Context: an optimization exercise on an open-source flow, tuned for small area. The choices shown serve that exercise and are no tape-out recipe.
RTL that was checked went through simulation tests only; none was proved equivalent to the original.
No driver is modelled on the clock port, so clocking that relies on it looks cheaper here than on a real chip.
Power and IR drop assume default switching activity.

Setup of run A:
==> flow/design.v (excerpt) <==
module Pong (
    input clock,
    input reset,
    input p1_up,
    input p1_down,
    input p2_up,
    input p2_down,
    input start,
    output reg out_Hsync,
    output reg out_Vsync,
    output [3:0] out_Red,
    output [3:0] out_Green,
    output [3:0] out_Blue,
    output reg [3:0] p1_score,
    output reg [3:0] p2_score
    );
Settings: LEC_CHECK=0, CAP_MARGIN=20, CORE_MARGIN=2, CORE_UTILIZATION=80, PLACE_DENSITY=0.88, SLEW_MARGIN=20; clock period 6.0 ns.
standard.sh (not shown) runs the stock make flow with config.mk's settings and CLKGATE_MAP_FILE= SYNTH_SCRIPT=/design/flow/synth_recipe.tcl, a recipe that flattens the netlist after the stock synthesis.
==> flow/flow/run.sh <==
#!/bin/bash
export CTS_ARGS="-sink_clustering_enable -repair_clock_nets -dont_use_dummy_load -buf_list {sky130_fd_sc_hd__clkbuf_8} -sink_clustering_size 40 -sink_clustering_max_diameter 150"
export BUFFER_PORTS_ARGS="-buffer_cell sky130_fd_sc_hd__buf_1"
bash standard.sh > standard.log 2>&1
> inputs changed (run A -> run B)
- PLACE_DENSITY: 0.88 -> 0.75
- CORE_UTILIZATION: 80 -> 65
## What came out
The lower die height came out of run A. Diff run A -> run B | filler-free cell count of the finished design | increase of 31. Run B: post-route worst setup slack higher than run A. The higher first-iteration DRC count of run B and run A is in run A.
Setup changes, run B to run C
- CORE_UTILIZATION now 40, was 65
- PLACE_DENSITY now 0.6, was 0.75
- CTS_CLUSTER_SIZE now 30, previously not set
- CTS_CLUSTER_DIAMETER now 100, previously not set
- CTS_BUF_LIST now sky130_fd_sc_hd__clkbuf_2 sky130_fd_sc_hd__clkbuf_4 sky130_fd_sc_hd__clkbuf_8, previously not set
==> flow/run.sh (new file) <==
#!/bin/bash
# synth_recipe.tcl (not shown) runs the flow's synth.tcl, then flattens the netlist and writes it again
# the make line also repeats each setting of config.mk as NAME=value (left out here)
make -C /OpenROAD-flow-scripts/flow DESIGN_CONFIG=/design/flow/config.mk WORK_HOME=/design/flow/orfs CLKGATE_MAP_FILE= SYNTH_SCRIPT=/design/flow/synth_recipe.tcl finish
removed: flow/flow/run.sh
removed: flow/standard.sh
Findings:
- [run C vs run B] sequential share of layout area: lower in run C
- [compare] base=run B new=run C: number of post-CTS setup repair buffers barely changed, final setup slack of the worst path dropped 0.042 ns, total power divided by cell area climbed about 17%, die area climbed about 60%.
- Clock skew: run C lower than run B
- Delta (run C minus run B): worst hold slack up 0.0083 ns; global-route wire length before repair up about 5.5%.
The following lists how run D was set up differently from run C:
- clearing CTS_CLUSTER_SIZE, which used to be 30
- clearing CTS_BUF_LIST, which used to be sky130_fd_sc_hd__clkbuf_2 sky130_fd_sc_hd__clkbuf_4 sky130_fd_sc_hd__clkbuf_8
- clearing CTS_CLUSTER_DIAMETER, which used to be 100
Notes after the runs:
Wire length on met3 (run D vs. run C) decreases by a little under 10%. Diff run C -> run D: design area has increased; synthesized area has remained practically unchanged. Run D ended up with the clock network as its largest power group; run C ended up with registers. Changes observed in run D relative to run C: number of nets with antenna violations after routing saw little to no change; power saw an increase. The register-to-register path setup slack was comparable across run C and run D. Sort run C and run D by post-route worst setup slack, ascending, and run D comes first. The period utilization was comparable across run C and run D. [compare] base=run C new=run D: met1 wire length essentially unchanged, final wirelength climbed 0.39%.
Here is what was changed in the inputs of run E compared with run D.
- CTS_CLUSTER_SIZE: unset -> 30
- CTS_BUF_LIST: unset -> sky130_fd_sc_hd__clkbuf_2 sky130_fd_sc_hd__clkbuf_4 sky130_fd_sc_hd__clkbuf_8
- CTS_CLUSTER_DIAMETER: unset -> 100
==> flow/flow/run.sh (new file) <==
#!/bin/bash
export CTS_ARGS="-sink_clustering_enable -repair_clock_nets -dont_use_dummy_load -buf_list {sky130_fd_sc_hd__clkbuf_2 sky130_fd_sc_hd__clkbuf_4 sky130_fd_sc_hd__clkbuf_8} -sink_clustering_size 30 -sink_clustering_max_diameter 100"
export BUFFER_PORTS_ARGS="-buffer_cell sky130_fd_sc_hd__buf_1"
export RECOVER_POWER=100
bash standard.sh > standard.log 2>&1
==> flow/standard.sh (new file) <==
#!/bin/bash
# synth_recipe.tcl (not shown) runs the flow's synth.tcl, then flattens the netlist and writes it again
# the make line also repeats each setting of config.mk as NAME=value (left out here)
make -C /OpenROAD-flow-scripts/flow DESIGN_CONFIG=/design/flow/config.mk WORK_HOME=/design/flow/orfs CLKGATE_MAP_FILE= SYNTH_SCRIPT=/design/flow/synth_recipe.tcl "${@:-finish}"
removed: flow/run.sh
### Flow results
Status for run E and run D: clean finish in run D only. Remaining global-route overflow came out exactly the same in run E and run D. Proportion of total power due to net switching ended up 2.5 points higher on run E than on run D. Taking run D over run E, the design area ratio works out to 1.09. After synthesis and placement, the instance count of run E is below that of run D. In the flow results for run E and run D, the final worst-path cycle share is larger on run E. Higher worst endpoint data arrival time among run E and run D: run E. Sort run E and run D by register fraction of the total cell area, descending, and run E comes first. Via count delta (run D -> run E): insignificant.

* * *

Pong, a different RTL version from the one above (not shown whole).
Size in the first run: roughly 680 cells after synthesis, roughly 140 flip-flops, about 5600 um2 of cells after synthesis.
==> flow/config.mk <==
export PLATFORM = sky130hd
export DESIGN_NAME = Pong
export DESIGN_NICKNAME = Pong
export VERILOG_FILES = /design/flow/design.v
export SDC_FILE = /design/flow/constraint.sdc
export NUM_CORES = 4
export LEC_CHECK = 0
export CAP_MARGIN = 0
export CORE_MARGIN = 2
export CORE_UTILIZATION = 65
export PLACE_DENSITY = 0.75
export SLEW_MARGIN = 0
==> flow/constraint.sdc <==
create_clock -name core_clock -period 6.0 [get_ports {clock}]
set_input_delay 1.2000 -clock core_clock [delete_from_list [all_inputs] [get_ports {clock}]]
set_output_delay 1.2000 -clock core_clock [all_outputs]
set_load 0.01 [all_outputs]
==> flow/flow/run.sh <==
#!/bin/bash
# Layout flow: the standard ORFS flow (standard.sh) with these changes:
#  - synthesis is the standard flow's script (synth_recipe.tcl) running ORFS's synth.tcl
#    with an area-oriented ABC script (area.abc) and without Yosys's
#    extract_fa pass, so ABC maps the adder logic too.  Everything up to and
#    including the flip-flop mapping is unchanged, so the registers are the
#    standard synthesis's;
#  - the clock tree is built by pre_cts.tcl / mtree.tcl instead of TritonCTS;
#  - ports are buffered with sky130_fd_sc_hd__buf_1.
# Tool output: ORFS logs under orfs/logs, the make output in flow_make.log.
set -euo pipefail
HERE=$(pwd)
F=$HERE/flow
sed -e "s#^source \$::env(SCRIPTS_DIR)/synth_preamble.tcl#&\nset abc_args [lreplace \$abc_args 1 1 $F/area.abc]#" \
    -e "s#^  extract_fa {\*}\[dont_use_extract_fa_args\]#  \# extract_fa skipped#" \
    "$FLOW_HOME/scripts/synth.tcl" > "$HERE/synth_body.tcl"
grep -q "area.abc" "$HERE/synth_body.tcl"
grep -q "extract_fa skipped" "$HERE/synth_body.tcl"
sed "s#\$::env(SCRIPTS_DIR)/synth.tcl#$HERE/synth_body.tcl#" synth_recipe.tcl > "$HERE/my_synth.tcl"
grep -q "synth_body.tcl" "$HERE/my_synth.tcl"
sed "s#SYNTH_SCRIPT=[^ ]*#SYNTH_SCRIPT=$HERE/my_synth.tcl#" standard.sh > "$HERE/my_standard.sh"
grep -q "my_synth.tcl" "$HERE/my_standard.sh"
export PRE_CTS_TCL=$F/pre_cts.tcl
export BUFFER_PORTS_ARGS="-buffer_cell sky130_fd_sc_hd__buf_1"
bash "$HERE/my_standard.sh" > "$HERE/flow_make.log" 2>&1
==> flow/flow/area.abc <==
strash
&get -n
&deepsyn -J 100 -T 240
&put
balance -l
resub -K 6 -l
rewrite -l
resub -K 6 -N 2 -l
refactor -l
resub -K 8 -l
balance -l
resub -K 8 -N 2 -l
rewrite -l
resub -K 10 -l
rewrite -z -l
resub -K 10 -N 2 -l
balance -l
resub -K 12 -l
refactor -z -l
resub -K 12 -N 2 -l
rewrite -z -l
balance -l
dch -f
amap -m -F 4 -A 8 -C 1000
topo
Other scripts of this flow, unchanged in this note and not shown: flow/flow/mtree.tcl, flow/flow/pre_cts.tcl
The first run ran to the end with no violations.
Rerun with:
--- a/flow/flow/area.abc
+++ b/flow/flow/area.abc
@@ -3 +3 @@
-&deepsyn -J 100 -T 240
+&deepsyn -J 500 -T 240
Result: Wire length stays the same. Global-route usage does not change. Critical path depth stays the same.
Function was not checked in any run of this note: the RTL went through the layout flow alone.

* * *

Setup of pepper:
Another version of the RTL of Pong (not shown whole).
Size in the first run: roughly 620 cells after synthesis, ~140 flip-flops, roughly 29 I/O pins.
Settings: LEC_CHECK=0, CAP_MARGIN=0, CORE_MARGIN=2, CORE_UTILIZATION=65, GPL_TIMING_DRIVEN=0, PLACE_DENSITY=0.75, SLEW_MARGIN=0; clock period 6.0 ns.
==> flow/flow/run.sh <==
#!/bin/bash
# Layout flow: the standard ORFS flow (standard.sh) with three changes:
#  - synthesis is the standard flow's script with an area-oriented ABC script (area.abc);
#    everything before ABC, and so every register, is the standard one;
#  - the clock tree is built by pre_cts.tcl / mtree.tcl instead of TritonCTS;
#  - ports are buffered with sky130_fd_sc_hd__buf_1.
# Each tool's output goes to the ORFS logs under orfs/logs and to flow_make.log.
set -euo pipefail
HERE=$(pwd)
F=$HERE/flow
sed "s#^source \$::env(SCRIPTS_DIR)/synth_preamble.tcl#&\nset abc_args [lreplace \$abc_args 1 1 $F/area.abc]#" \
    "$FLOW_HOME/scripts/synth.tcl" > "$HERE/synth_body.tcl"
grep -q "area.abc" "$HERE/synth_body.tcl"
sed "s#\$::env(SCRIPTS_DIR)/synth.tcl#$HERE/synth_body.tcl#" synth_recipe.tcl > "$HERE/my_synth.tcl"
grep -q "synth_body.tcl" "$HERE/my_synth.tcl"
sed "s#SYNTH_SCRIPT=[^ ]*#SYNTH_SCRIPT=$HERE/my_synth.tcl#" standard.sh > "$HERE/my_standard.sh"
grep -q "my_synth.tcl" "$HERE/my_standard.sh"
export PRE_CTS_TCL=$F/pre_cts.tcl
export BUFFER_PORTS_ARGS="-buffer_cell sky130_fd_sc_hd__buf_1"
bash "$HERE/my_standard.sh" > "$HERE/flow_make.log" 2>&1
==> flow/flow/area.abc <==
strash
balance -l
resub -K 6 -l
rewrite -l
resub -K 6 -N 2 -l
refactor -l
resub -K 8 -l
balance -l
resub -K 8 -N 2 -l
rewrite -l
resub -K 10 -l
rewrite -z -l
resub -K 10 -N 2 -l
balance -l
resub -K 12 -l
refactor -z -l
resub -K 12 -N 2 -l
rewrite -z -l
balance -l
balance -l
resub -K 6 -l
rewrite -l
resub -K 6 -N 2 -l
refactor -l
resub -K 8 -l
balance -l
resub -K 8 -N 2 -l
rewrite -l
resub -K 10 -l
rewrite -z -l
resub -K 10 -N 2 -l
balance -l
resub -K 12 -l
refactor -z -l
resub -K 12 -N 2 -l
rewrite -z -l
balance -l
dch -f
amap
topo
Other scripts of this flow, unchanged in this note and not shown: flow/flow/mtree.tcl, flow/flow/pre_cts.tcl
pepper completed every stage of the flow, and the final layout passed the timing, design-rule and antenna checks.
Modified inputs, quartz compared to pepper
- a deleted GPL_TIMING_DRIVEN that had been 0
==> flow/flow/area.abc <==
strash
&get -n
&deepsyn -J 100 -T 240
&put
balance -l
resub -K 6 -l
rewrite -l
resub -K 6 -N 2 -l
refactor -l
resub -K 8 -l
balance -l
resub -K 8 -N 2 -l
rewrite -l
resub -K 10 -l
rewrite -z -l
resub -K 10 -N 2 -l
balance -l
resub -K 12 -l
refactor -z -l
resub -K 12 -N 2 -l
rewrite -z -l
balance -l
dch -f
amap -m -F 4 -A 8 -C 1000
topo
--- outcome ---
HPWL reported at the end of detailed placement (lower): pepper. Summary of the comparison: end-of-flow core utilization is higher in quartz, relative to pepper. Comparing quartz with pepper, the adder-cell share of the synthesized area came out essentially unchanged. On fraction of synthesized cell area in xor and xnor cells, pepper and quartz are basically level. Delta (quartz minus pepper): all-layer global routing usage +0.37 points; effective utilization at floorplan +1.5 points. Against pepper, power in quartz fell slightly. Die area shrinks slightly when moving from pepper to quartz. As far as global-route met3 utilization is concerned, quartz and pepper perform about the same. Pin slew with the least headroom to its limit delta for quartz relative to pepper: 400 ps lower. Summary: area after synthesis, quartz better than pepper.
No run of this note included a check of the RTL's function; only the layout flow was run.

* * *

Another version of the RTL of Pong (not shown whole).
Size in the first run: roughly 680 cells after synthesis, ~29 I/O pins, ~5600 um2 of cells after synthesis.
Design Pong, start of the top module:
module Pong (
    input clock,
    input reset,
    input p1_up,
    input p1_down,
    input p2_up,
    input p2_down,
    input start,
    output out_Hsync,
    output out_Vsync,
    output [3:0] out_Red,
    output [3:0] out_Green,
    output [3:0] out_Blue,
    output [3:0] p1_score,
    output [3:0] p2_score
    );
    wire [9:0] col, row;
    wire tick, d3, running;
    wire [3:0] L;
    wire [4:0] py1, py2, by;
    wire [5:0] bx;
    raster u_r(.clock(clock), .reset(reset), .col(col), .row(row), .out_Hsync(out_Hsync), .out_Vsync(out_Vsync));
    ticker u_t(.clock(clock), .reset(reset), .tick(tick));
    debounce u_d0(.clock(clock), .reset(reset), .tick(tick), .b(p1_up), .L(L[0]));
    debounce u_d1(.clock(clock), .reset(reset), .tick(tick), .b(p1_down), .L(L[1]));
    debounce u_d2(.clock(clock), .reset(reset), .tick(tick), .b(p2_up), .L(L[2]));
    debounce u_d3(.clock(clock), .reset(reset), .tick(tick), .b(p2_down), .L(L[3]));
    paddle u_p1(.clock(clock), .reset(reset), .up(L[0]), .down(L[1]), .py(py1));
    paddle u_p2(.clock(clock), .reset(reset), .up(L[2]), .down(L[3]), .py(py2));
  ...
export LEC_CHECK = 0
export CAP_MARGIN = 0
export CORE_MARGIN = 2
export CORE_UTILIZATION = 80
export PLACE_DENSITY = 0.86
export SLEW_MARGIN = 0
create_clock -name core_clock -period 6.0 [get_ports {clock}]
==> flow/flow/run.sh <==
#!/bin/bash
# Layout flow: the standard ORFS flow (standard.sh) with these changes:
#  - synthesis is the standard flow's script (synth_recipe.tcl) running ORFS's synth.tcl
#    with an area-oriented ABC script (area.abc) and without Yosys's
#    extract_fa pass, so ABC maps the adder logic too.  Everything up to and
#    including the flip-flop mapping is unchanged, so the registers are the
#    standard synthesis's;
#  - the clock tree is built by pre_cts.tcl / mtree.tcl instead of TritonCTS;
#  - ports are buffered with sky130_fd_sc_hd__buf_1.
# Tool output: ORFS logs under orfs/logs, the make output in flow_make.log.
set -euo pipefail
HERE=$(pwd)
F=$HERE/flow
sed -e "s#^source \$::env(SCRIPTS_DIR)/synth_preamble.tcl#&\nset abc_args [lreplace \$abc_args 1 1 $F/area.abc]#" \
    -e "s#^  extract_fa {\*}\[dont_use_extract_fa_args\]#  \# extract_fa skipped#" \
    "$FLOW_HOME/scripts/synth.tcl" > "$HERE/synth_body.tcl"
grep -q "area.abc" "$HERE/synth_body.tcl"
grep -q "extract_fa skipped" "$HERE/synth_body.tcl"
sed "s#\$::env(SCRIPTS_DIR)/synth.tcl#$HERE/synth_body.tcl#" synth_recipe.tcl > "$HERE/my_synth.tcl"
grep -q "synth_body.tcl" "$HERE/my_synth.tcl"
sed "s#SYNTH_SCRIPT=[^ ]*#SYNTH_SCRIPT=$HERE/my_synth.tcl#" standard.sh > "$HERE/my_standard.sh"
grep -q "my_synth.tcl" "$HERE/my_standard.sh"
export PRE_CTS_TCL=$F/pre_cts.tcl
export BUFFER_PORTS_ARGS="-buffer_cell sky130_fd_sc_hd__buf_1"
bash "$HERE/my_standard.sh" > "$HERE/flow_make.log" 2>&1
Other scripts of this flow, unchanged in this note and not shown: flow/flow/area.abc, flow/flow/mtree.tcl, flow/flow/pre_cts.tcl
The first run went through all stages and came out clean.
Rerun with:
--- a/flow/config.mk
+++ b/flow/config.mk
@@ -9,4 +9,4 @@
 export CORE_MARGIN = 2
-export CORE_UTILIZATION = 80
-export PLACE_DENSITY = 0.86
+export CORE_UTILIZATION = 65
+export PLACE_DENSITY = 0.75
 export SLEW_MARGIN = 0
Result: Worst hold slack improved by 0.0059 ns; cell count went up by 1.1%; final area is about the same; critical path depth went down by 2; area after synthesis does not change; core utilization went down by 16 points; die area went up by 22%; routed wire length went down by 7.7%.

[what the ideal ports hide]
Ports are ideal in the flow. The routed layouts listed here were re-timed in OpenROAD.
Step 1: set_driving_cell puts a clkbuf_16 on clock and a buf_2 on each other input, an assumption about the parent block.
Step 2 adds t to the input delays and takes it off the output delays; t is the mean of the earliest and latest rising clock arrival at the registers after step 1. Input paths then give back, and output paths get back, about the clock's delay inside the block.
a / b / c = no drivers / after step 1 / after step 2; a / b = the first two.
run | t, ns | slack for setup (ns) | worst setup path at the end | clock arrival spread, ns
run A | 0.465 | 3.170 / 3.170 / 3.170 | register to register | 0.035 / 0.034
run B | 0.453 | 3.277 / 3.277 / 3.277 | register to register | 0.023 / 0.023
run C | 0.481 | 3.235 / 3.219 / 3.235 | register to register | 0.013 / 0.013
run D | 0.455 | 3.227 / 3.227 / 3.227 | register to register | 0.008 / 0.008
run E | 0.476 | 2.111 / 2.128 / 1.652 | input to register | 0.020 / 0.020
the first run of note 2 | 0.511 | 2.975 / 2.975 / 2.496 | input to register | 0.011 / 0.010
the second run of note 2 | 0.511 | 2.975 / 2.975 / 2.496 | input to register | 0.011 / 0.010
pepper | 0.514 | 2.221 / 2.216 / 1.702 | input to register | 0.011 / 0.011
quartz | 0.508 | 2.505 / 2.505 / 2.457 | input to register | 0.014 / 0.015
the first run of note 4 | 0.500 | 2.857 / 2.857 / 2.405 | input to register | 0.015 / 0.015
the second run of note 4 | 0.522 | 2.728 / 2.728 / 2.397 | input to register | 0.013 / 0.013
The setup slack of pepper, which loses most, moves by -0.005 ns with the drivers and by -0.519 ns with both steps.
